This is an optimization exercise on Yosys and OpenROAD, whose aim is small area and a short achievable clock period, not a production implementation.
Only simulation tests tie the RTL to the original design; equivalence was not proved.
Power and IR drop assume default switching activity.

==> run.sh <==
#!/bin/bash
# synth_recipe.tcl (not shown) runs the flow's synth.tcl, then flattens the netlist and writes it again
# the make line also repeats each setting of config.mk as NAME=value (left out here)
make -C /OpenROAD-flow-scripts/flow DESIGN_CONFIG=/design/flow/config.mk WORK_HOME=/design/flow/orfs CLKGATE_MAP_FILE= SYNTH_SCRIPT=/design/flow/synth_recipe.tcl finish
==> config.mk <==
export PLATFORM = sky130hd
export DESIGN_NAME = decode
export DESIGN_NICKNAME = decode
export VERILOG_FILES = /design/flow/design.v
export SDC_FILE = /design/flow/constraint.sdc
export NUM_CORES = 4
export LEC_CHECK = 0
export CAP_MARGIN = 20
export CORE_MARGIN = 2
export CORE_UTILIZATION = 40
export PLACE_DENSITY = 0.6
export SLEW_MARGIN = 20
==> constraint.sdc <==
create_clock -name core_clock -period 6.0 [get_ports {clk}]
set_input_delay 1.2000 -clock core_clock [delete_from_list [all_inputs] [get_ports {clk}]]
set_output_delay 1.2000 -clock core_clock [all_outputs]
set_load 0.01 [all_outputs]
==> design.v <==
module decode(
	clk		,
	rst_n		,
	data_in	,
	data_out	
	);
	input clk;
	input rst_n;
	input [1:0] data_in;	 
	output reg data_out;
	wire [1:0] dis_00,dis_01,dis_10,dis_11;
	wire [31:0] add_1,add_2,add_3,add_4,add_5,add_6,add_7,add_8;
	reg [9:0]	path_s0,path_s1,path_s2,path_s3;   
	reg [31:0]	dis_s0,dis_s1,dis_s2,dis_s3;
	reg [19:0]count_clear;
	assign dis_00=data_in[1]+data_in[0];
	assign dis_01=data_in[1]+(data_in[0]^1'b1);
	assign dis_10=(data_in[1]^1'b1)+data_in[0];
	assign dis_11=(data_in[1]^1'b1)+(data_in[0]^1'b1);
	always @(posedge clk or negedge rst_n)
		if (rst_n==1'b0)
			count_clear<=20'b0;
		else if (count_clear>=20'd50000)
			count_clear<=20'b0;
		else
			count_clear<=count_clear+1'b1;
	assign add_1=dis_00+dis_s0;  
	assign add_2=dis_11+dis_s2;
	always @(posedge clk or negedge rst_n)
	begin
		if (rst_n==1'b0) 
			begin
				path_s0=10'b0;
				dis_s0=32'b0;
			end
		else if (count_clear==20'd50000)
			begin
				path_s0=10'b0;
				dis_s0=32'b0;
			end
		else if (add_1<=add_2)
			begin
				path_s0<={path_s0[8:0],1'b0};
				dis_s0<=add_1;
			end
		else 
			begin
				path_s0<={path_s2[8:0],1'b0};
				dis_s0<=add_2;
			end
	end
	assign add_3=dis_11+dis_s0;
	assign add_4=dis_00+dis_s2;
	always @(posedge clk or negedge rst_n)
	begin
		if (rst_n==1'b0) 
			begin
				path_s1=10'b0;
				dis_s1=32'b0;
			end
		else if (count_clear==20'd50000)
			begin
				path_s1=10'b0;
				dis_s1=32'b0;
			end
		else if (add_3<=add_4)
			begin
				path_s1<={path_s0[8:0],1'b1};
				dis_s1<=add_3;
			end
		else 
			begin
				path_s1<={path_s2[8:0],1'b1};
				dis_s1<=add_4;
			end
	end
	assign add_5=dis_01+dis_s1;
	assign add_6=dis_10+dis_s3;
	always @(posedge clk or negedge rst_n)
	begin
		if (rst_n==1'b0)
			begin
				path_s2=10'b0;
				dis_s2=32'b0;
			end
		else if (count_clear==20'd50000)
			begin
				path_s2=10'b0;
				dis_s2=32'b0;
			end
		else if (add_5<=add_6)
			begin
				path_s2<={path_s1[8:0],1'b0};
				dis_s2<=add_5;
			end
		else 
			begin
				path_s2<={path_s3[8:0],1'b0};
				dis_s2<=add_6;
			end
	end
	assign add_7=dis_10+dis_s1;
	assign add_8=dis_01+dis_s3;
	always @(posedge clk or negedge rst_n)
	begin
		if (rst_n==1'b0)
			begin
				path_s3=10'b0;
				dis_s3=32'b0;
			end
		else if (count_clear==20'd50000)
			begin
				path_s3=10'b0;
				dis_s3=32'b0;
			end
		else if (add_7<add_8)
			begin
				path_s3<={path_s1[8:0],1'b1};
				dis_s3<=add_7;
			end
		else 
			begin
				path_s3<={path_s3[8:0],1'b1};
				dis_s3<=add_8;
			end
	end
	always @(*)
	begin
		if ((dis_s0<=dis_s1)&&(dis_s0<=dis_s2)&&(dis_s0<=dis_s3))
			data_out<=path_s0[9];
		else if ((dis_s1<=dis_s0)&&(dis_s1<=dis_s2)&&(dis_s1<=dis_s3))
			data_out<=path_s1[9];
		else if ((dis_s2<=dis_s0)&&(dis_s2<=dis_s1)&&(dis_s2<=dis_s3))
			data_out<=path_s2[9];
		else  data_out<=path_s3[9];
	end
endmodule
==> impl_metrics.json <==
{
  "diodes": 0,
  "dieHeight_um": 224,
  "synth_area_um2": 19400,
  "hold_ws_ns": 0.464,
  "hold_end": "path_s3[1]",
  "nets": 2770,
  "setup_viol": 0,
  "r2r_cells": 17,
  "cp_common_cell": "ha_1",
  "cp_data_required_time_ns": 6.41,
  "vias": 18078,
  "pin_count": 5,
  "skew_ns": 0.0203,
  "p_per_area_nw_per_um2": 602,
  "outcome": "complete, no violations",
  "grt_pass1_wl_um": 105000,
  "slew_headroom_pct": 27.5,
  "finalNonFillerCells": 3056,
  "endpoint_kind": "flop",
  "crit_fanout": 27,
  "synth_seq_cells": 182,
  "overflow": 0,
  "cts_tree": "yes",
  "core_um2": 47800,
  "netlist_instances": 2293,
  "fin_crit_sh_pct": 95.8,
  "critPathMaxStageDelay_ns": 0.66,
  "numCtsBuffers": 17,
  "area_growth_pct": 14.7,
  "async_flop_share_pct": 100,
  "critPathKind": "input pin to flop",
  "via_per_inst": 5.92,
  "synth_ff_type": "dfrtp_1",
  "crit_buf_inv": 7,
  "ys_seq_area_share_pct": 23.5,
  "path_delay_family": "simple AND/OR/NAND/NOR gates",
  "clk_latency_ns": 0.52,
  "drtIter0Drc": 1648,
  "syn_area_per_cell_um2": 8.46,
  "peakVddDrop_v": 0.000399,
  "cp.arrival_ns": 6.16,
  "worstReg2RegEnd": "dis_s2[6]",
  "p_leak_nw": 10.1,
  "slew_violations": 0,
  "synth.distinct_cells": 73,
  "drt_first_pass_iters": 7,
  "io_buffers": 4,
  "synth-warning-count": 1,
  "cts_hold_buf": 0,
  "yosys.area.top_type": "dfrtp_1",
  "h-tree-depth": 4,
  "dp_hpwl_um": 54000,
  "worstMarginPinSlew_ns": 1.08,
  "rr_startpoint": "dis_s1[20]",
  "grt_max_degree": 97,
  "place_ws_ns": -0.379,
  "fin_setup_tns_ns": 0,
  "antenna_found_initial": 0,
  "start_util_pct": 40.5,
  "final_hold_viol_count": 0,
  "max-cap-violations": 0,
  "final_cell_mix": "ha_1, xnor2_1, nand2_1, dfrtp_1, buf_4",
  "slowest_stage": "nor3_1",
  "worst_hold_startpoint": "path_s3[0]",
  "die_area_um2": 50300,
  "dp_cells": 3023,
  "antenna_left": 0,
  "core.rowCount": 80,
  "gp_congestion": 0.960,
  "worstPathCellList": "clkdlybuf4s50_1 > inv_1 > ha_1 > inv_1 > ha_1 > buf_4 > ha_1 > a21oi_1 > nor3_1 > nand3_1 > xnor2_2 > ha_1 > nand4_1 > nor4_2 > buf_4 > nand3_2 > nand2_1 > o21a_1 > nand2_1 > buf_12 > buf_12 > a211oi_1",
  "final_common_cell": "ha_1",
  "die_x_um": 224,
  "grt_use_total_pct": 27.2,
  "drive_gt1_share_pct": 10.9,
  "cts_root_buf": "clkbuf_16",
  "ys_top_cells_by_area": "dfrtp_1, ha_1, xnor2_1, a211oi_1, nand2_1",
  "cts_buffer_depth": 2,
  "wl_per_cell_um": 21.7,
  "min_period_ns": 5.75,
  "max_freq_mhz": 174,
  "yosysTopAreaCellShare_pct": 23.5,
  "fin_total_pwr_mw": 13.4,
  "grt_pass1_vias": 17993,
  "hold_depth": 1,
  "startpoint_type": "input pin",
  "routed_wl_um": 66300,
  "synth_edf_count": 0,
  "worstHoldPathType": "flop to flop",
  "clk_pin_slew_ns": 0.08,
  "reg2reg_slack_ns": 0.89,
  "drc": 0,
  "clkSinkCount": 182,
  "finalWorstSetupSlack_ns": 0.253
}
-- state kept, by name, indices dropped and copies added (netlist names) --
name         cells
count_clear     20
dis_s0          32
dis_s1          32
dis_s2          32
dis_s3          32
path_s0          8
path_s1          8
path_s2          8
path_s3         10
-- cell usage after synthesis (3+ instances only) --
cell         n
a2111oi_2    3
a211oi_1   119
a211oi_2     4
a21boi_0     3
a21o_1      58
a21oi_1    124
a221o_1      5
a221oi_1    11
a31oi_1     10
and2_1       9
and3_1      14
and4_1      19
buf_2       16
clkbuf_1    64
dfrtp_1    182
ha_1       338
inv_1      121
mux2i_1     35
nand2_1    203
nand2b_1     8
nand3_1     87
nand4_1    102
nor2_1     138
nor2b_1     20
nor3_1     136
nor3b_1      5
nor4_1      56
o211a_1      3
o211ai_1    13
o21a_1       8
o21ai_0     49
o31ai_1      3
or2_2        3
or3_1       14
or4_1        5
xnor2_1    212
xor2_1      45
-- per-layer routing --
| metal | global-route usage, % | up-vias | wire length, µm |
|---|---|---|---|
| li1 | - | 8710 | - |
| met1 | 36.4 | 8705 | 29800 |
| met2 | 44.2 | 560 | 30400 |
| met3 | 4.92 | 103 | 4150 |
| met4 | 9.27 | 0 | 1980 |
| met5 | 0 | - | 0 |
-- where the power goes --
part | switching (mW) | total, mW | internal, mW
combinational | 5.62 | 9.84 | 4.21
clock | 0.671 | 1.26 | 0.586
sequential | 0.654 | 2.30 | 1.65
total | 6.95 | 13.4 | 6.45
-- cell families (layout without fill, tap and decap cells) --
kind of cell               Yosys count  count (layout)  share of synthesized area (%)
xor gates and xnor gates           259             259                           11.8
other                                1               4                         0.0193
adders and majority gates          338             338                           21.8
buffers and inverters              211             356                           4.26
DFF                                182             182                           23.5
and+or+nand+nor                    836             836                           21.9
muxes                               35              35                           1.81
AOI/OAI and AO/OA                  431             431                           15.0
-- final cells by class --
cell class	count	area (µm²)
Clock buffer	17	425
Clock inverter	15	228
Fill cell	4735	25600
Inverter	124	465
Multi-Input combinational cell	1903	14100
Sequential cell	182	4550
Tap cell	615	769
Timing Repair Buffer	200	1720
-- what timing repair did --
action	4_1_cts	5_1_grt
buffers inserted	0	1
setup endpoints to repair	0	38
hold endpoints to repair	0	0
gates resized for setup	0	9
-- metrics by stage --
stage               instance area [µm²]  utilization (%)
floorplan                         19400                -
global placement                  21600             45.0
detailed placement                21600             45.0
CTS                               22200             46.4
global route                      22300             46.5
finish                            22300             46.5
-- worst max path at each step --
stage               startpoint         end  slack (ns)  cells past startpoint
floorplan           data_in[0]  dis_s2[22]        0.47                     20
finish              data_in[0]   dis_s2[6]        0.25                     22
global placement    data_in[0]   dis_s2[4]       -0.27                     23
global route        data_in[0]   dis_s2[5]       -0.05                     24
detailed placement  data_in[0]   dis_s2[4]       -0.38                     23
CTS                 data_in[0]   dis_s2[4]        0.15                     23

-- what the ideal ports hide --
In the flow no input, the clock included, has a driving cell. The finished layout below was timed again as built, in two steps.
Step 1 assumes that a clkbuf_16 drives the clock port and a buf_2 every other input.
Step 2, shift: input delay + t, output delay - t, t = (earliest + latest rising clock arrival at the registers) / 2. This alone moves slack from input paths to output paths.
Three values: ideal, step 1, step 2; two values: the first two.
shift t [ns]: 0.565
setup WS [ns]: 0.253 / 0.227 / -0.288
clock arrival spread, ns: 0.020 / 0.020
worst data-port slew with drivers (ns): 0.05
With both steps, setup timing fails in this run, where it was met with ideal ports. The setup slack of this run moves by -0.026 ns with the drivers and by -0.541 ns with both steps.
